This design comes from an exercise in tuning for a short achievable clock period on the open sky130 flow, not from production work.
Function was checked by simulation only, so behaviour that the tests miss may differ from the original.

===== flow/constraint.sdc =====
create_clock -name core_clock -period 230.0 [get_ports {clk}]
set_input_delay 46.0000 -clock core_clock [delete_from_list [all_inputs] [get_ports {clk}]]
set_output_delay 46.0000 -clock core_clock [all_outputs]
set_load 0.01 [all_outputs]

===== flow/run.sh =====
#!/bin/bash
# synth_recipe.tcl (not shown) runs the flow's synth.tcl, then flattens the netlist and writes it again
# the make line also repeats each setting of config.mk as NAME=value (left out here)
make -C /OpenROAD-flow-scripts/flow DESIGN_CONFIG=/design/flow/config.mk WORK_HOME=/design/flow/orfs CLKGATE_MAP_FILE= SYNTH_SCRIPT=/design/flow/synth_recipe.tcl finish

===== flow/config.mk =====
export PLATFORM = sky130hd
export DESIGN_NAME = processador
export DESIGN_NICKNAME = processador
export VERILOG_FILES = /design/flow/design.v
export SDC_FILE = /design/flow/constraint.sdc
export NUM_CORES = 8
export LEC_CHECK = 0
export CAP_MARGIN = 40
export CORE_MARGIN = 2
export CORE_UTILIZATION = 30
export SLEW_MARGIN = 20

===== flow/design.v =====
module ALU (Resultado, slt, zero, codigo_entrada, operador1, operador2, shift);
	output reg [63:0] Resultado;
	output reg slt, zero;
	reg[31:0] HIdiv;
	reg[31:0] LOdiv;
	input [3:0] codigo_entrada;
	input [31:0] operador1;
	input [31:0] operador2;
	input [4:0] shift;
	always @(*)
	begin
		Resultado = 64'b0;
		slt = 0;
		zero = 0;
		HIdiv = 32'b0;
		LOdiv = 32'b0;
		case(codigo_entrada)
			4'b0001: Resultado = operador1 + operador2;
			4'b0010:
				begin
				Resultado= operador1 - operador2;
				if ($signed(Resultado) < 0) slt = 1;
				zero = Resultado == 0 ? 1:0 ;
				end
			4'b0011: Resultado = operador1 * operador2;
			4'b0100: 
				begin
				if (operador2 == 32'b0) begin
					HIdiv = operador1;
					LOdiv = 32'hFFFFFFFF;
				end else begin
					HIdiv = operador1 % operador2;
					LOdiv = operador1 / operador2;
				end
				Resultado = {HIdiv, LOdiv};
				end
			4'b0101: Resultado = operador1 << shift;
			4'b0110: Resultado = operador1 >> shift;
			4'b0111: Resultado = operador1 & operador2;
			4'b1000: Resultado = operador1 | operador2;
			4'b1001: Resultado = operador1 ^ operador2;
			4'b1010: Resultado = ~(operador1 | operador2);
			4'b1011: Resultado = ~operador1;
			default: Resultado = 64'b0;
		endcase
	end
endmodule
module Add_B (entrada_AddPC, entrada_Imediato, saida_addB);
	input [31:0] entrada_AddPC, entrada_Imediato;
	output wire [31:0] saida_addB;
	assign saida_addB = entrada_AddPC + entrada_Imediato;
endmodule 
module Add_PC (entrada_PC, saida_addPC);
	input [31:0] entrada_PC;
	output wire [31:0] saida_addPC;
	assign saida_addPC = entrada_PC + 1;
endmodule 
module Program_counter (breakk, entrada_PC, saida_PC, clk, reset, in, out, switchIO);
	input breakk, clk, reset, in, out;
	input switchIO;
	input [31:0] entrada_PC;
	output reg [31:0] saida_PC;
	reg paradaIO;
	wire paradaIO_prox;
	assign paradaIO_prox = switchIO ? 1'b0 : ((in | out) ? 1'b1 : paradaIO);
	always @(posedge clk)
	begin
		if (reset)
			begin
			saida_PC <= 32'd1;
			paradaIO <= 1'b0;
			end
		else
			begin
			paradaIO <= paradaIO_prox;
			if (paradaIO_prox == 1'b0 && breakk == 1'b0) saida_PC <= entrada_PC;
			end
	end
endmodule 
module banco_Registradores (Reg_leitura1, Reg_leitura2, Reg_escrita, Dados_entrada, Dados_escrita, Dados_leitura1,
Dados_leitura2, RS, EscreveReg, WriteHILO, In, ResultadoHILO, clk, reset, Out);
parameter RA = 5'b11111;
parameter HI = 5'b11110;
parameter LO = 5'b11101;
parameter RE = 5'b11100;
parameter ZERO = 5'b11010;
input [4:0] Reg_leitura1;
input [4:0] Reg_leitura2;
input [31:0] Dados_escrita;
input [31:0] Dados_entrada;
input clk, reset;
input EscreveReg, WriteHILO, Out, In;
input [63:0] ResultadoHILO;
input [4:0] Reg_escrita;
output wire [31:0] Dados_leitura1;
output wire [31:0] Dados_leitura2;
output reg [31:0] RS;
reg [31:0] registradores_banco [31:0];
assign Dados_leitura1 = registradores_banco[Reg_leitura1];  
assign Dados_leitura2 = registradores_banco[Reg_leitura2];
genvar k;
generate
	for (k = 0; k < 32; k = k + 1) begin : g_reg
		always @ (posedge clk)
		begin
			if (reset)
				registradores_banco[k] <= 32'b0;
			else if (In && k == RE)
				registradores_banco[k] <= Dados_entrada;
			else if (EscreveReg && Reg_escrita == k)
				registradores_banco[k] <= Dados_escrita;
			else if (WriteHILO && k == HI)
				registradores_banco[k] <= ResultadoHILO[63:32];
			else if (WriteHILO && k == LO)
				registradores_banco[k] <= ResultadoHILO[31:0];
			else if (k == ZERO)
				registradores_banco[k] <= 32'b0;
		end
	end
endgenerate
always @ (posedge clk)
begin
	if (reset) RS <= 32'b0;
	else if (Out) RS <= Dados_escrita;
end
endmodule 
module binParaBCD(
	input [25:0] bin,
	output reg [3:0] dezmilhao,
	output reg [3:0] milhao,
	output reg [3:0] cemmil,
	output reg [3:0] dezmil,
	output reg [3:0] mil,
	output reg [3:0] cem,
	output reg [3:0] dez,
	output reg [3:0] um
);
	integer i;
	always @(bin)
	begin
			dezmilhao = 4'd0;
			milhao = 4'd0;
			cemmil = 4'd0;
			dezmil = 4'd0;
			mil = 4'd0;
			cem = 4'd0;
			dez = 4'd0;
			um = 4'd0;
			for (i = 25; i >= 0; i = i-1)
			begin
				if (dezmilhao >= 5) dezmilhao = dezmilhao + 3;
				if (milhao >= 5) milhao = milhao + 3;
				if (cemmil >= 5) cemmil = cemmil + 3;
				if (dezmil >= 5) dezmil = dezmil + 3;
				if (mil >= 5) mil = mil+3;
				if (cem >= 5) cem = cem+3;
				if (dez >= 5) dez = dez+3;
				if (um >= 5) um = um+3;
				dezmilhao = dezmilhao << 1;
				dezmilhao[0] = milhao[3];
				milhao = milhao << 1;
				milhao[0] = cemmil[3];
				cemmil = cemmil << 1;
				cemmil[0] = dezmil [3];
				dezmil = dezmil << 1;
				dezmil[0] = mil[3];
				mil = mil << 1;
				mil[0] = cem[3];
				cem = cem << 1;
				cem[0] = dez[3];
				dez = dez << 1;
				dez[0] = um[3];
				um = um << 1;
				um[0] = bin[i];
			end
	end
endmodule 
module branch_logic (Zero_ula, BifNot, Branch, saida_para_muxf);
input Zero_ula, BifNot, Branch;
output reg saida_para_muxf;
	always @(*)
	begin
	saida_para_muxf = (Zero_ula & Branch) | (~Zero_ula & BifNot);
	end
endmodule 
module concatenador (entrada_AddPC, entrada_jump, saida_endJump);
	input [31:0] entrada_AddPC;
	input [25:0] entrada_jump;
	output wire [31:0] saida_endJump;
	assign saida_endJump = { entrada_AddPC [31:26] , entrada_jump };
endmodule 
module decodificadorDisplay (A,B,C,D, a,b,c,d,e,f,g);
	input A, B, C, D;
	output a,b,c,d,e,f,g;
	reg[6:0]segmentos;
	always @(*)
    	if ({A,B,C,D} == 4'b0000)
        	begin
        	segmentos = 7'b0000001;
        	end
    	else if ({A,B,C,D} == 4'b0001)
        	begin
        	segmentos = 7'b1001111;
        	end
    	else if ({A,B,C,D} == 4'b0010)
        	begin
        	segmentos = 7'b0010010;
        	end
    	else if ({A,B,C,D} == 4'b0011)
        	begin
        	segmentos = 7'b0000110;
        	end
    	else if ({A,B,C,D} == 4'b0100)
        	begin
        	segmentos = 7'b1001100;
        	end
    	else if ({A,B,C,D} == 4'b0101)
        	begin
        	segmentos = 7'b0100100;
        	end	 
    	else if ({A,B,C,D} == 4'b0110)
        	begin
        	segmentos = 7'b1100000;
        	end	 
    	else if ({A,B,C,D} == 4'b0111)
        	begin
        	segmentos = 7'b0001111;
        	end	 
    	else if ({A,B,C,D} == 4'b1000)
        	begin
        	segmentos = 7'b0000000;
        	end
    	else if ({A,B,C,D} == 4'b1001)
        	begin
        	segmentos = 7'b0000100;
        	end	 
    	else
        	segmentos = 7'b1111111;
    	assign {a,b,c,d,e,f,g} = segmentos;
endmodule 
module entrada (switches_fpga, In, saida_RE);
input [9:0] switches_fpga;
input In;
output reg [31:0] saida_RE;
always @(*)
begin
saida_RE = 32'b0;
if(In) saida_RE = switches_fpga;
end
endmodule 
module extensor_sinal (sin_entrada, sin_saida);
input [15:0] sin_entrada;
output wire [31:0] sin_saida;
assign sin_saida = sin_entrada[15] == 0 ? {16'b0000000000000000, sin_entrada}: {16'b1111111111111111, sin_entrada};
endmodule 
module filtroSwitchIO (clk, reset, switch, saida);
	input clk, reset, switch;
	output reg saida;
	reg [1:0] controle;
	always @( posedge clk )
	begin
		if (reset)
		begin
			saida <= 1'd0;
			controle <= 2'd0;
		end
		else if(switch == 1'd1 && (controle == 2'd0 || controle == 2'd1)) 
		begin 
			saida <= 1'd1;	
			controle <= controle + 2'd1;
		end
		else if (switch == 1'd1 && controle == 2'd2) 
		begin 
			saida <= 1'd0;	
		end
		else
		begin
			saida <= 1'd0;
			controle<=1'd0;
		end
	end
endmodule
module muxa (Instrucao0_25, Dados_leitura1, JumpR, saida_muxa);
	input [25:0] Instrucao0_25;
	input [31:0] Dados_leitura1;
	input JumpR;
	output reg [25:0] saida_muxa;
	always @ (*)
	begin
		if (JumpR) saida_muxa = Dados_leitura1[25:0];
		else saida_muxa = Instrucao0_25;
	end
endmodule 
module muxb (Instrucao21_25, JumpR, saida_muxb);
	input [4:0] Instrucao21_25;
	parameter ra = 5'b11111;
	input JumpR;
	output reg [4:0] saida_muxb;
	always @ (*)
	begin
		if (JumpR) saida_muxb = ra;
		else saida_muxb = Instrucao21_25;
	end
endmodule 
module muxc (Instrucao16_20, Instrucao11_15, RegDst, saida_muxc);
	parameter ra = 5'b11111;  
	input [4:0] Instrucao16_20;
	input [4:0] Instrucao11_15;
	input [1:0] RegDst;
	output reg [4:0] saida_muxc;
	always @ (*)
	begin
		saida_muxc = 5'b0;
		if (RegDst == 2'b00) saida_muxc = Instrucao16_20;
		if (RegDst == 2'b01) saida_muxc = Instrucao11_15;
		if (RegDst == 2'b10) saida_muxc = ra;
	end
endmodule 
module muxd (PC, Dados_escrita, WriteRa, saida_muxd);
input [31:0] PC;
input [31:0] Dados_escrita;
input WriteRa;
output reg [31:0] saida_muxd;
always @(*)
begin
	if (WriteRa) saida_muxd = PC;
	else saida_muxd = Dados_escrita;
end
endmodule 
module muxe (OrigALU, Dados_leitura2, imediato, saida_muxe);
input OrigALU;
input [31:0] Dados_leitura2;
input [31:0] imediato;
output reg [31:0] saida_muxe;
always @(*)
begin
	if (OrigALU) saida_muxe = imediato;
	else saida_muxe = Dados_leitura2;
end
endmodule
module muxf (entradaOR, PCplus4, PCplusBranch, saida_muxf );
input [31:0] PCplus4;
input [31:0] PCplusBranch;
input entradaOR;
output reg [31:0] saida_muxf;
always @(*)
begin
	if (entradaOR) saida_muxf = PCplusBranch;
	else saida_muxf = PCplus4;
end
endmodule
module muxg (entrada_muxf, entrada_jump, Jump, saida_muxg);
	input [31:0]entrada_muxf;
	input [31:0]entrada_jump;
	input Jump;
	output reg [31:0]saida_muxg;
	always @(*)
	begin
		if (Jump) saida_muxg = entrada_jump;
		else saida_muxg = entrada_muxf;
	end
endmodule 
module muxk (Dados_leitura, Slt_resultado, Resultado_ula, Slt, MemparaReg, saida_muxk);
	input [31:0] Dados_leitura;
	input Slt_resultado, Slt, MemparaReg;
	input [31:0] Resultado_ula;
	output reg [31:0] saida_muxk;
	always @(*)
	begin
		if (Slt) saida_muxk = Slt_resultado;
		else if (MemparaReg) saida_muxk = Dados_leitura;
		else saida_muxk = Resultado_ula;
	end
endmodule 
module unidade_Controle(Opcode, WriteHILO, EscreveReg, OrigALU, LeMem, EscreveMem, MemparaReg,
WriteRa, BifNot, Slt, Jump, JumpR, Out, In, Break, Branch, RegDst, controleALU);
	input [5:0] Opcode;
	output reg WriteHILO, EscreveReg, OrigALU, LeMem, EscreveMem, MemparaReg,
	WriteRa, BifNot, Slt, Jump, JumpR, Out, In, Break, Branch;
	output reg [1:0] RegDst;
	output reg [3:0] controleALU;
	always @(*)
	begin
		WriteHILO = 0;
		EscreveReg = 0;
		OrigALU = 0;
		LeMem = 0;
		EscreveMem = 0;
		MemparaReg = 0;
		WriteRa = 0;
		BifNot = 0;
		Slt = 0;
		Jump = 0;
		JumpR = 0;
		Out = 0;
		In = 0;
		Break = 0;
		Branch = 0;
		RegDst = 2'b00;
		controleALU = 4'b0000;
		case(Opcode)
			6'b000001:
				begin
					WriteHILO = 0;
					EscreveReg = 1;
					OrigALU = 0;
					LeMem = 0;
					EscreveMem = 0;
					MemparaReg = 0;
					WriteRa = 0;
					BifNot = 0;
					Slt = 0;
					Jump = 0;
					JumpR = 0;
					Out = 0;
					In = 0;
					Break = 0;
					Branch = 0;
					RegDst = 2'b01;
					controleALU = 4'b0001;
				end
			6'b000010 :
				begin
					RegDst = 2'b00;
					WriteHILO = 0;
					EscreveReg = 1;
					OrigALU = 1;
					LeMem = 0;
					EscreveMem = 0;
					MemparaReg = 0;
					WriteRa = 0;
					BifNot = 0;
					Slt = 0;
					Jump = 0;
					JumpR = 0;
					Out = 0;
					In = 0;
					Break = 0;
					Branch = 0;
					controleALU = 4'b0001;
				end
				6'b000011 :
				begin
					RegDst = 2'b01;
					WriteHILO = 0;
					EscreveReg = 1;
					OrigALU = 0;
					LeMem = 0;
					EscreveMem = 0;
					MemparaReg = 0;
					WriteRa = 0;
					BifNot = 0;
					Slt = 0;
					Jump = 0;
					JumpR = 0;
					Out = 0;
					In = 0;
					Break = 0;
					Branch = 0;
					controleALU = 4'b0010;
				end
				6'b000100 :
				begin
					RegDst = 2'b00;
					WriteHILO = 0;
					EscreveReg = 1;
					OrigALU = 1;
					LeMem = 0;
					EscreveMem = 0;
					MemparaReg = 0;
					WriteRa = 0;
					BifNot = 0;
					Slt = 0;
					Jump = 0;
					JumpR = 0;
					Out = 0;
					In = 0;
					Break = 0;
					Branch = 0;
					controleALU = 4'b0010;
				end
				6'b000101 :
				begin
					RegDst = 2'b01;
					WriteHILO = 1;
					EscreveReg = 0;
					OrigALU = 0;
					LeMem = 0;
					EscreveMem = 0;
					MemparaReg = 0;
					WriteRa = 0;
					BifNot = 0;
					Slt = 0;
					Jump = 0;
					JumpR = 0;
					Out = 0;
					In = 0;
					Break = 0;
					Branch = 0;	
					controleALU = 4'b0011;
				end
				6'b000111 :
				begin
					RegDst = 2'b01;
					WriteHILO = 1;
					EscreveReg = 0;
					OrigALU = 0;
					LeMem = 0;
					EscreveMem = 0;
					MemparaReg = 0;
					WriteRa = 0;
					BifNot = 0;
					Slt = 0;
					Jump = 0;
					JumpR = 0;
					Out = 0;
					In = 0;
					Break = 0;
					Branch = 0;	
					controleALU = 4'b0100;
				end
				6'b001000 :
				begin
					RegDst = 2'b00;
					WriteHILO = 0;
					EscreveReg = 1;
					OrigALU = 1;
					LeMem = 1;
					EscreveMem = 0;
					MemparaReg = 1;
					WriteRa = 0;
					BifNot = 0;
					Slt = 0;
					Jump = 0;
					JumpR = 0;
					Out = 0;
					In = 0;
					Break = 0;
					Branch = 0;
					controleALU = 4'b0001;	
				end
				6'b001001 :
				begin
					RegDst = 2'b00;
					WriteHILO = 0;
					EscreveReg = 0;
					OrigALU = 1;
					LeMem = 0;
					EscreveMem = 1;
					MemparaReg = 0;
					WriteRa = 0;
					BifNot = 0;
					Slt = 0;
					Jump = 0;
					JumpR = 0;
					Out = 0;
					In = 0;
					Break = 0;
					Branch = 0;
					controleALU = 4'b0001;	
				end
				6'b001011 :
				begin
					RegDst = 2'b01;
					WriteHILO = 0;
					EscreveReg = 1;
					OrigALU = 0;
					LeMem = 0;
					EscreveMem = 0;
					MemparaReg = 0;
					WriteRa = 0;
					BifNot = 0;
					Slt = 0;
					Jump = 0;
					JumpR = 0;
					Out = 0;
					In = 0;
					Break = 0;
					Branch = 0;
					controleALU = 4'b0110;	
				end
				6'b001100 :
				begin
					RegDst = 2'b01;
					WriteHILO = 0;
					EscreveReg = 1;
					OrigALU = 0;
					LeMem = 0;
					EscreveMem = 0;
					MemparaReg = 0;
					WriteRa = 0;
					BifNot = 0;
					Slt = 0;
					Jump = 0;
					JumpR = 0;
					Out = 0;
					In = 0;
					Break = 0;
					Branch = 0;
					controleALU = 4'b0101;	
				end
				6'b001101 :
				begin
					RegDst = 2'b01;
					WriteHILO = 0;
					EscreveReg = 1;
					OrigALU = 0;
					LeMem = 0;
					EscreveMem = 0;
					MemparaReg = 0;
					WriteRa = 0;
					BifNot = 0;
					Slt = 0;
					Jump = 0;
					JumpR = 0;
					Out = 0;
					In = 0;
					Break = 0;
					Branch = 0;
					controleALU = 4'b0111;		
				end
				6'b001110 :
				begin
					RegDst = 2'b00;
					WriteHILO = 0;
					EscreveReg = 1;
					OrigALU = 1;
					LeMem = 0;
					EscreveMem = 0;
					MemparaReg = 0;
					WriteRa = 0;
					BifNot = 0;
					Slt = 0;
					Jump = 0;
					JumpR = 0;
					Out = 0;
					In = 0;
					Break = 0;
					Branch = 0;
					controleALU = 4'b0111;		
				end
				6'b001111 :
				begin
					RegDst = 2'b01;
					WriteHILO = 0;
					EscreveReg = 1;
					OrigALU = 0;
					LeMem = 0;
					EscreveMem = 0;
					MemparaReg = 0;
					WriteRa = 0;
					BifNot = 0;
					Slt = 0;
					Jump = 0;
					JumpR = 0;
					Out = 0;
					In = 0;
					Break = 0;
					Branch = 0;
					controleALU = 4'b1000;		
				end
				6'b010000 :
				begin
					RegDst = 2'b00;
					WriteHILO = 0;
					EscreveReg = 1;
					OrigALU = 1;
					LeMem = 0;
					EscreveMem = 0;
					MemparaReg = 0;
					WriteRa = 0;
					BifNot = 0;
					Slt = 0;
					Jump = 0;
					JumpR = 0;
					Out = 0;
					In = 0;
					Break = 0;
					Branch = 0;
					controleALU = 4'b1000;		
				end
				6'b010001 :
				begin
					RegDst = 2'b01;
					WriteHILO = 0;
					EscreveReg = 1;
					OrigALU = 0;
					LeMem = 0;
					EscreveMem = 0;
					MemparaReg = 0;
					WriteRa = 0;
					BifNot = 0;
					Slt = 0;
					Jump = 0;
					JumpR = 0;
					Out = 0;
					In = 0;
					Break = 0;
					Branch = 0;
					controleALU = 4'b1001;		
				end
				6'b010010 :
				begin
					RegDst = 2'b00;
					WriteHILO = 0;
					EscreveReg = 1;
					OrigALU = 1;
					LeMem = 0;
					EscreveMem = 0;
					MemparaReg = 0;
					WriteRa = 0;
					BifNot = 0;
					Slt = 0;
					Jump = 0;
					JumpR = 0;
					Out = 0;
					In = 0;
					Break = 0;
					Branch = 0;
					controleALU = 4'b1001;		
				end
				6'b010011 :
				begin
					RegDst = 2'b01;
					WriteHILO = 0;
					EscreveReg = 1;
					OrigALU = 0;
					LeMem = 0;
					EscreveMem = 0;
					MemparaReg = 0;
					WriteRa = 0;
					BifNot = 0;
					Slt = 0;
					Jump = 0;
					JumpR = 0;
					Out = 0;
					In = 0;
					Break = 0;
					Branch = 0;
					controleALU = 4'b1010;		
				end
				6'b010100 :
				begin
					RegDst = 2'b01;
					WriteHILO = 0;
					EscreveReg = 1;
					OrigALU = 0;
					LeMem = 0;
					EscreveMem = 0;
					MemparaReg = 0;
					WriteRa = 0;
					BifNot = 0;
					Slt = 1;
					Jump = 0;
					JumpR = 0;
					Out = 0;
					In = 0;
					Break = 0;
					Branch = 0;
					controleALU = 4'b0010;		
				end
				6'b010101 :
				begin
					RegDst = 2'b00;
					WriteHILO = 0;
					EscreveReg = 1;
					OrigALU = 1;
					LeMem = 0;
					EscreveMem = 0;
					MemparaReg = 0;
					WriteRa = 0;
					BifNot = 0;
					Slt = 1;
					Jump = 0;
					JumpR = 0;
					Out = 0;
					In = 0;
					Break = 0;
					Branch = 0;
					controleALU = 4'b0010;		
				end
				6'b010110 :
				begin
					RegDst = 2'b01;
					WriteHILO = 0;
					EscreveReg = 1;
					OrigALU = 0;
					LeMem = 0;
					EscreveMem = 0;
					MemparaReg = 0;
					WriteRa = 0;
					BifNot = 0;
					Slt = 0;
					Jump = 0;
					JumpR = 0;
					Out = 0;
					In = 0;
					Break = 0;
					Branch = 0;
					controleALU = 4'b1011;	
				end
				6'b010111:
				begin
					RegDst = 2'b00;
					WriteHILO = 0;
					EscreveReg = 0;
					OrigALU = 0;
					LeMem = 0;
					EscreveMem = 0;
					MemparaReg = 0;
					WriteRa = 0;
					BifNot = 0;
					Slt = 0;
					Jump = 1;
					JumpR = 0;
					Out = 0;
					In = 0;
					Break = 0;
					Branch = 0;
					controleALU = 4'b0000;	
				end
				6'b011000:
				begin
					RegDst = 2'b00;
					WriteHILO = 0;
					EscreveReg = 0;
					OrigALU = 0;
					LeMem = 0;
					EscreveMem = 0;
					MemparaReg = 0;
					WriteRa = 0;
					BifNot = 0;
					Slt = 0;
					Jump = 1;
					JumpR = 1;
					Out = 0;
					In = 0;
					Break = 0;
					Branch = 0;
					controleALU = 4'b0000;	
				end
				6'b011001:
				begin
					RegDst = 2'b00;
					WriteHILO = 0;
					EscreveReg = 0;
					OrigALU = 0;
					LeMem = 0;
					EscreveMem = 0;
					MemparaReg = 0;
					WriteRa = 0;
					BifNot = 0;
					Slt = 0;
					Jump = 0;
					JumpR = 0;
					Out = 0;
					In = 0;
					Break = 0;
					Branch = 1;
					controleALU = 4'b0010;
				end
				6'b011010:
				begin
					RegDst = 2'b00;
					WriteHILO = 0;
					EscreveReg = 0;
					OrigALU = 0;
					LeMem = 0;
					EscreveMem = 0;
					MemparaReg = 0;
					WriteRa = 0;
					BifNot = 1;
					Slt = 0;
					Jump = 0;
					JumpR = 0;
					Out = 0;
					In = 0;
					Break = 0;
					Branch = 0;
					controleALU = 4'b0010;	
				end
				6'b011011:
				begin
					RegDst = 2'b10;
					WriteHILO = 0;
					EscreveReg = 1;
					OrigALU = 0;
					LeMem = 0;
					EscreveMem = 0;
					MemparaReg = 0;
					WriteRa = 1;
					BifNot = 0;
					Slt = 0;
					Jump = 1;
					JumpR = 0;
					Out = 0;
					In = 0;
					Break = 0;
					Branch = 0;
					controleALU = 4'b0000;	
				end
				6'b011100:
				begin
					RegDst = 2'b00;
					WriteHILO = 0;
					EscreveReg = 0;
					OrigALU = 0;
					LeMem = 0;
					EscreveMem = 0;
					MemparaReg = 0;
					WriteRa = 0;
					BifNot = 0;
					Slt = 0;
					Jump = 0;
					JumpR = 0;
					Out = 0;
					In = 0;
					Break = 1;
					Branch = 0;
					controleALU = 4'b0000;	
				end
				6'b011101:
				begin
					RegDst = 2'b01;
					WriteHILO = 0;
					EscreveReg = 0;
					OrigALU = 0;
					LeMem = 0;
					EscreveMem = 0;
					MemparaReg = 0;
					WriteRa = 0;
					BifNot = 0;
					Slt = 0;
					Jump = 0;
					JumpR = 0;
					Out = 1;
					In = 0;
					Break = 0;
					Branch = 0;
					controleALU = 4'b0001;	
				end
				6'b011110:
				begin
					RegDst = 2'b00;
					WriteHILO = 0;
					EscreveReg = 0;
					OrigALU = 0;
					LeMem = 0;
					EscreveMem = 0;
					MemparaReg = 0;
					WriteRa = 0;
					BifNot = 0;
					Slt = 0;
					Jump = 0;
					JumpR = 0;
					Out = 0;
					In = 1;
					Break = 0;
					Branch = 0;
					controleALU = 4'b0000;	
				end	
				default:
				begin
					WriteHILO = 0;
					EscreveReg = 0;
					OrigALU = 0;
					LeMem = 0;
					EscreveMem = 0;
					MemparaReg = 0;
					WriteRa = 0;
					BifNot = 0;
					Slt = 0;
					Jump = 0;
					JumpR = 0;
					Out = 0;
					In = 0;
					Break = 0;
					Branch = 0;
					controleALU = 4'b0000;
					RegDst = 2'b10;			
				end
		endcase
	end
endmodule 
module processador (clk, Reset, Chaves, switch, display1, display2, display3, display4, display5, display6, display7, display8, saida_Display, 
saidaPC, Instrucao, EscreveMem, Dados_escrita_mem, Dados_leitura_mem, Resultado_ULA);
	input clk, Reset, switch;
	input [9:0] Chaves;
	output wire [31:0] saida_Display, saidaPC;
	input [31:0] Instrucao;
	output wire EscreveMem;
	output wire [31:0] Dados_escrita_mem;
	input [31:0] Dados_leitura_mem;
	output wire [6:0] display1, display2, display3, display4, display5, display6, display7, display8;
	wire WriteHILOwire, EscreveRegwire, OrigALUwire,
	LeMemwire, EscreveMemwire, MemparaRegwire, WriteRawire, BifNotwire, Sltwire,
	Jumpwire, JumpRwire, Outwire, Inwire, Breakwire, Branchwire;
	wire [1:0] RegDstwire;
	wire[3:0] controleALU;
	output wire [63:0] Resultado_ULA;
	wire [31:0] Saida_addPC, saida_moduloEntrada, saida_leitura2, saida_leitura1,
	saida_Concatenador, saida_AddB, saida_MemData, saida_Muxg, saida_Muxf,
	saida_Extensor, saida_Muxe, saida_Muxk, saida_Muxd;
	wire [4:0] saida_Muxc;
	wire [25:0] saida_Muxa;
	wire [4:0] saida_Muxb;
	wire [3:0] display1b, display2b, display3b, display4b, display5b, display6b, display7b, display8b;
	wire slt_ula, zero_ula, saida_branch_logic, switchIO;
	unidade_Controle UndControle(
			.Opcode(Instrucao[31:26]),
			.WriteHILO(WriteHILOwire),
			.EscreveReg(EscreveRegwire),
			.OrigALU(OrigALUwire),
			.LeMem(LeMemwire),
			.EscreveMem(EscreveMemwire),
			.MemparaReg(MemparaRegwire),
			.WriteRa(WriteRawire),
			.BifNot(BifNotwire),
			.Slt(Sltwire),
			.Jump(Jumpwire),
			.JumpR(JumpRwire),
			.Out(Outwire),
			.In(Inwire),
			.Break(Breakwire),
			.Branch(Branchwire),
			.RegDst(RegDstwire),
			.controleALU(controleALU)
	);
	Program_counter pc(
			.breakk(Breakwire),
			.entrada_PC(saida_Muxg),
			.saida_PC(saidaPC),
			.clk(clk),
			.reset(Reset),
			.in(Inwire),
			.out(Outwire),
			.switchIO(switchIO)
	);
	filtroSwitchIO filtro(
		.clk(clk),
		.reset(Reset),
		.switch(switch),
		.saida(switchIO)
	);
	Add_PC addPC (
		.entrada_PC(saidaPC),
		.saida_addPC(Saida_addPC)
	);
	muxa MuxA(
		.Instrucao0_25(Instrucao[25:0]),
		.Dados_leitura1(saida_leitura1),
		.JumpR(JumpRwire),
		.saida_muxa(saida_Muxa)
	);
	muxb MuxB(
		.Instrucao21_25(Instrucao[25:21]),
		.JumpR(JumpRwire),
		.saida_muxb(saida_Muxb)
	);
	muxc MuxC (
		.Instrucao16_20(Instrucao[20:16]),
		.Instrucao11_15(Instrucao[15:11]),
		.RegDst(RegDstwire),
		.saida_muxc(saida_Muxc)
	);
	muxd MuxD(
		.PC(saidaPC),
		.Dados_escrita(saida_Muxk),
		.WriteRa(WriteRawire),
		.saida_muxd(saida_Muxd)
	);
	banco_Registradores bancoR(
		.Reg_leitura1(saida_Muxb),
		.Reg_leitura2(Instrucao[20:16]),
		.Reg_escrita(saida_Muxc),
		.Dados_entrada(saida_moduloEntrada),
		.Dados_escrita(saida_Muxd),
		.Dados_leitura1(saida_leitura1),
		.Dados_leitura2(saida_leitura2),
		.RS(saida_Display),
		.EscreveReg(EscreveRegwire),  
		.WriteHILO(WriteHILOwire),
		.In(Inwire),
		.ResultadoHILO(Resultado_ULA),
		.clk(clk),
		.reset(Reset),
		.Out(Outwire)
	);
	binParaBCD decod(
		.bin(saida_Display[25:0]),
		.dezmilhao(display8b),
		.milhao(display7b),
		.cemmil(display6b),
		.dezmil(display5b),
		.mil(display4b),
		.cem(display3b),
		.dez(display2b),
		.um(display1b)
	);
	decodificadorDisplay decodSaida8(
		.A(display8b[3]),
		.B(display8b[2]),
		.C(display8b[1]),
		.D(display8b[0]),
		.a(display8[6]),
		.b(display8[5]),
		.c(display8[4]),
		.d(display8[3]),
		.e(display8[2]),
		.f(display8[1]),
		.g(display8[0])
	);
	decodificadorDisplay decodSaida7(
		.A(display7b[3]),
		.B(display7b[2]),
		.C(display7b[1]),
		.D(display7b[0]),
		.a(display7[6]),
		.b(display7[5]),
		.c(display7[4]),
		.d(display7[3]),
		.e(display7[2]),
		.f(display7[1]),
		.g(display7[0])
	);
	decodificadorDisplay decodSaida6(
		.A(display6b[3]),
		.B(display6b[2]),
		.C(display6b[1]),
		.D(display6b[0]),
		.a(display6[6]),
		.b(display6[5]),
		.c(display6[4]),
		.d(display6[3]),
		.e(display6[2]),
		.f(display6[1]),
		.g(display6[0])
	);
	decodificadorDisplay decodSaida5(
		.A(display5b[3]),
		.B(display5b[2]),
		.C(display5b[1]),
		.D(display5b[0]),
		.a(display5[6]),
		.b(display5[5]),
		.c(display5[4]),
		.d(display5[3]),
		.e(display5[2]),
		.f(display5[1]),
		.g(display5[0])
	);
	decodificadorDisplay decodSaida4(
		.A(display4b[3]),
		.B(display4b[2]),
		.C(display4b[1]),
		.D(display4b[0]),
		.a(display4[6]),
		.b(display4[5]),
		.c(display4[4]),
		.d(display4[3]),
		.e(display4[2]),
		.f(display4[1]),
		.g(display4[0])
	);
	decodificadorDisplay decodSaida3(
		.A(display3b[3]),
		.B(display3b[2]),
		.C(display3b[1]),
		.D(display3b[0]),
		.a(display3[6]),
		.b(display3[5]),
		.c(display3[4]),
		.d(display3[3]),
		.e(display3[2]),
		.f(display3[1]),
		.g(display3[0])
	);
	decodificadorDisplay decodSaida2(
		.A(display2b[3]),
		.B(display2b[2]),
		.C(display2b[1]),
		.D(display2b[0]),
		.a(display2[6]),
		.b(display2[5]),
		.c(display2[4]),
		.d(display2[3]),
		.e(display2[2]),
		.f(display2[1]),
		.g(display2[0])
	);
	decodificadorDisplay decodSaida1(
		.A(display1b[3]),
		.B(display1b[2]),
		.C(display1b[1]),
		.D(display1b[0]),
		.a(display1[6]),
		.b(display1[5]),
		.c(display1[4]),
		.d(display1[3]),
		.e(display1[2]),
		.f(display1[1]),
		.g(display1[0])
	);
	entrada Entrada (
		.switches_fpga(Chaves),
		.In(Inwire),
		.saida_RE(saida_moduloEntrada)
	);
	extensor_sinal Extensor(
		.sin_entrada(Instrucao[15:0]),
		.sin_saida(saida_Extensor)
	);
	concatenador Concat(
		.entrada_AddPC(Saida_addPC),
		.entrada_jump(saida_Muxa),
		.saida_endJump(saida_Concatenador)
	);
	muxe Muxe ( 
		.OrigALU(OrigALUwire),
		.Dados_leitura2(saida_leitura2),
		.imediato(saida_Extensor),
		.saida_muxe(saida_Muxe)
	);
	ALU Alu ( 
		.Resultado(Resultado_ULA),
		.slt(slt_ula),
		.zero(zero_ula),
		.codigo_entrada(controleALU),
		.operador1(saida_leitura1),
		.operador2(saida_Muxe),
		.shift(Instrucao[10:6])
	);
	Add_B Add_b(
		.entrada_AddPC(Saida_addPC),
		.entrada_Imediato(saida_Extensor),
		.saida_addB(saida_AddB)
	);
	assign EscreveMem = EscreveMemwire;
	assign Dados_escrita_mem = saida_leitura2;
	assign saida_MemData = Dados_leitura_mem;
	muxk Muxk(
		.Dados_leitura(saida_MemData),
		.Slt_resultado(slt_ula),
		.Resultado_ula(Resultado_ULA[31:0]),
		.Slt(Sltwire),
		.MemparaReg(MemparaRegwire),
		.saida_muxk(saida_Muxk)
	);
	branch_logic Branch(
		.Zero_ula(zero_ula),
		.BifNot(BifNotwire),
		.Branch(Branchwire),
		.saida_para_muxf(saida_branch_logic)
	);
	muxf Muxf(
		.entradaOR(saida_branch_logic),
		.PCplus4(Saida_addPC),
		.PCplusBranch(saida_AddB),
		.saida_muxf(saida_Muxf)
	);
	muxg Muxg(
		.entrada_muxf(saida_Muxf),
		.entrada_jump(saida_Concatenador),
		.Jump(Jumpwire),
		.saida_muxg(saida_Muxg)
	);
endmodule 

==> run notes <==
[state kept, by name, summed over array words and instances, names as in the netlist]
| signal | flops |
|---|---|
| bancoR.registradores_banco | 1024 |
| bancoR.RS | 32 |
| pc.saida_PC | 32 |
| filtro.controle | 2 |
| filtro.saida | 1 |
| pc.paradaIO | 1 |
[through the flow]
| step | setup slack, ns | util, % | hold slack (ns) |
|---|---|---|---|
| finish | 9.54 | 34.1 | 0.500 |
| global route | -0.0790 | 34.0 | 0.512 |
| CTS | 5.28 | 33.8 | 0.498 |
| detailed placement | 6.07 | 32.9 | 0.483 |
| global placement | 6.91 | 32.7 | 0.478 |
| floorplan | 18.93 | - | 0.440 |
[kinds of logic after synthesis]
family / after synthesis / share of synthesized area (%)
buf+inv: 2760 / 7.95
simple gates: 5572 / 18.6
flops: 1092 / 16.4
compound gates: 4794 / 25.9
xor+xnor: 279 / 1.90
fa+ha+maj: 2040 / 24.2
mux: 609 / 5.02
[synthesized netlist by cell type (133+ instances only)]
cell      number
nor2_1      2433
a211oi_1    1066
dfxtp_1     1092
mux2i_1      226
a22oi_1      595
a221oi_1     193
nand4_1      226
nand3_1      255
inv_1       1541
nand2_1     1337
mux2_2       360
xnor2_1      200
ha_1        1140
o21ai_0      567
nand2b_1     133
o21a_1       431
nor3_1       529
a21oi_1      626
a22o_1       140
clkbuf_1     992
fa_1         900
[layout make-up]
class	instances	area (um2)	share of cell area [%]
Sequential cell	1092	21900	14.5
Clock inverter	56	696	0.462
Timing Repair Buffer	950	8520	5.66
Antenna cell	100	250	0.166
Inverter	1583	5950	3.95
Clock buffer	147	3130	2.08
Tap cell	5904	7390	4.91
Multi-Input combinational cell	13300	103000	68.3
[what timing repair did]
action                                  4_1_cts  5_1_grt
hold buffers                                  0        0
hold endpoints to repair                      0        0
gates resized for setup                       0       84
buffers inserted                              0       32
endpoints found under the setup margin        0       34
[per-layer routing]
metal,routed length [um],global-route usage [%]
met2,295000,45.6
met3,107000,13.8
met5,713,0.840
met1,287000,39.8
met4,78900,25.7
==> flow_metrics.env <==
export IMPL_worst_setup_path_start_kind="primary input"
export IMPL_intPower_w=0.107
export IMPL_maxPowerGroup="combinational cells"
export IMPL_hold_viol=0
export IMPL_timing_fmax_mhz=4.54
export IMPL_nNetsFinal=19200
export IMPL_area_delta_synth_final_pct=13.0
export IMPL_critical_path_startpoint="Instrucao[16]"
export IMPL_pin_count=294
export IMPL_vias=144000
export IMPL_crit_top_cell="o21a_1"
export IMPL_crit_family="compound AO/OA/AOI/OAI gates"
export IMPL_cellLeakagePower_nw=60.8
export IMPL_wl_per_cell_um=33.2
export IMPL_setup_tns_ns=0
export IMPL_yosysSeqAreaShare_pct=16.4
export IMPL_holdPathEnd="filtro.controle[0]"
export IMPL_fp_coreArea_um2=442000
export IMPL_slew_viol_final=0
export IMPL_worst_path_max_fanout=47
export IMPL_place_gp_congestion=1.12
export IMPL_grt_pass1_vias=133000
export IMPL_clock_power_w=0.000199
export IMPL_first_pass_iters=30
export IMPL_p_total_w=0.248
export IMPL_yosys_area_top_type="dfxtp_1"
export IMPL_drt_iter0_markers=21800
export IMPL_endpoint="Resultado_ULA[45]"
export IMPL_clock_latency_ns=0.85
export IMPL_min_path_cells=2
export IMPL_cap_violations=0
export IMPL_synth_seq_cells=1092
export IMPL_max_slew_margin_pct=26.9
export IMPL_p_sw_share_pct=56.7
export IMPL_tightest_slew_ns=1.10
export IMPL_p_seq_share_pct=0.1
export IMPL_io_buffers=293
export IMPL_cts_buffers=110
export IMPL_grt_util_all_layers_pct=32.9
export IMPL_mappedNetlistArea_um2=133000
export IMPL_finalClockSkew_ns=0.103
export IMPL_fin_crit_ns=220.46
export IMPL_grt_max_degree=200
export IMPL_outcome="no timing/DRC/antenna violations"
export IMPL_ctsLongestPathBuffers=3
export IMPL_mostFrequentLayoutCells="2,333 x nor2_1, 1,524 x inv_1, 1,331 x nand2_1"
export IMPL_fin_cells=23100
export IMPL_synth_edf_count=0
export IMPL_synthFlopType="dfxtp_1"
export IMPL_pwr_share_clk_pct=0.1
export IMPL_worst_path_buf_inv=31
export IMPL_grt_pass1_wl_mm=1060
export IMPL_clk_pin_slew_ns=0.07
export IMPL_dieArea_um2=449000
export IMPL_final_common_cell="nor2_1"
export IMPL_grt_overflow=0
export IMPL_worst_r2r_setup_slack_ns=101.53
export IMPL_p_per_area_nw_per_um2=1650
export IMPL_ys_top_cells_by_area="dfxtp_1 16%, fa_1 14%, ha_1 11%"
export IMPL_min_path_type="register to register"
export IMPL_numClockSinks=1092
export IMPL_powerComb_w=0.247
export IMPL_slowest_delay_ns=0.78
export IMPL_viasPerCell=6.23
export IMPL_yosysWarnings=18
export IMPL_synth_area_per_cell_um2=7.77
export IMPL_syn_inst=17100
export IMPL_cp_end_kind="output pin"
export IMPL_rr_startpoint="bancoR.registradores_banco[30][28]"
export IMPL_net_switching_power_w=0.140
export IMPL_cp_arrival_ns=174.46
export IMPL_worstHoldStart="filtro.controle[0]"
export IMPL_reg2reg_to="bancoR.registradores_banco[11][0]"
export IMPL_cp_depth=633
export IMPL_required_ns=184.00
export IMPL_cts_tree="yes"
export IMPL_drc=0
export IMPL_critPathSlowestCell="nor2_1"
export IMPL_dp_cells=22800
export IMPL_syn_nets=19300
export IMPL_start_util_pct=30.2
export IMPL_synth_distinct_cells=137
export IMPL_fill_cells=46500
export IMPL_routed_wl_mm=768
export IMPL_setup_viol=0
export IMPL_worst_r2r_cell_count=635
export IMPL_antenna_found_initial=97
export IMPL_ir_worst_vdd_v=0.00534
export IMPL_yosys_area_top_type_share_pct=16.4
export IMPL_placed_area_um2=146000
export IMPL_comb_power_share_pct=99.8
export IMPL_layout_drive_gt1_share_pct=10.1
export IMPL_dp_hpwl_mm=566
export IMPL_htree_num_levels=3
export IMPL_fp_dieH_um=670
export IMPL_criticalPathCategory="primary input to output pin"
export IMPL_p_seq_w=0.000202
export IMPL_fin_area_um2=151000
export IMPL_async_flop_share_pct=0
export IMPL_clockRootBuffer="clkbuf_16"
export IMPL_post_route_period_util_pct=95.9
export IMPL_ant_nets=0
export IMPL_die_w_um=670
export IMPL_rows=244

==> separate check: timing with driven ports <==
No port has a modelled driver above. Below, the same layout with a new extraction and two added sets of constraints. Step 1 sets driving cells, clkbuf_16 on the clock port and buf_2 on the other inputs (assumed; they add their load-dependent delay and slew). Step 2 moves the port delays by t, midway between the first and last clock arrival at a register: inputs arrive t later, outputs are due t later. That takes back most of the time a late clock gives input paths. Slacks: ideal ports / drivers / drivers and shift; pairs: ideal ports / drivers.
t, ns: 0.914
setup slack, ns: 9.541 / 9.516 / 9.516
hold WS [ns]: 0.500 / 0.500 / 0.500
worst register clock-pin slew, ns: 0.09 / 0.09
After both steps setup and hold are still met in this run. For this run, drivers alone change the setup slack by -0.025 ns; drivers and shift together by -0.025 ns.
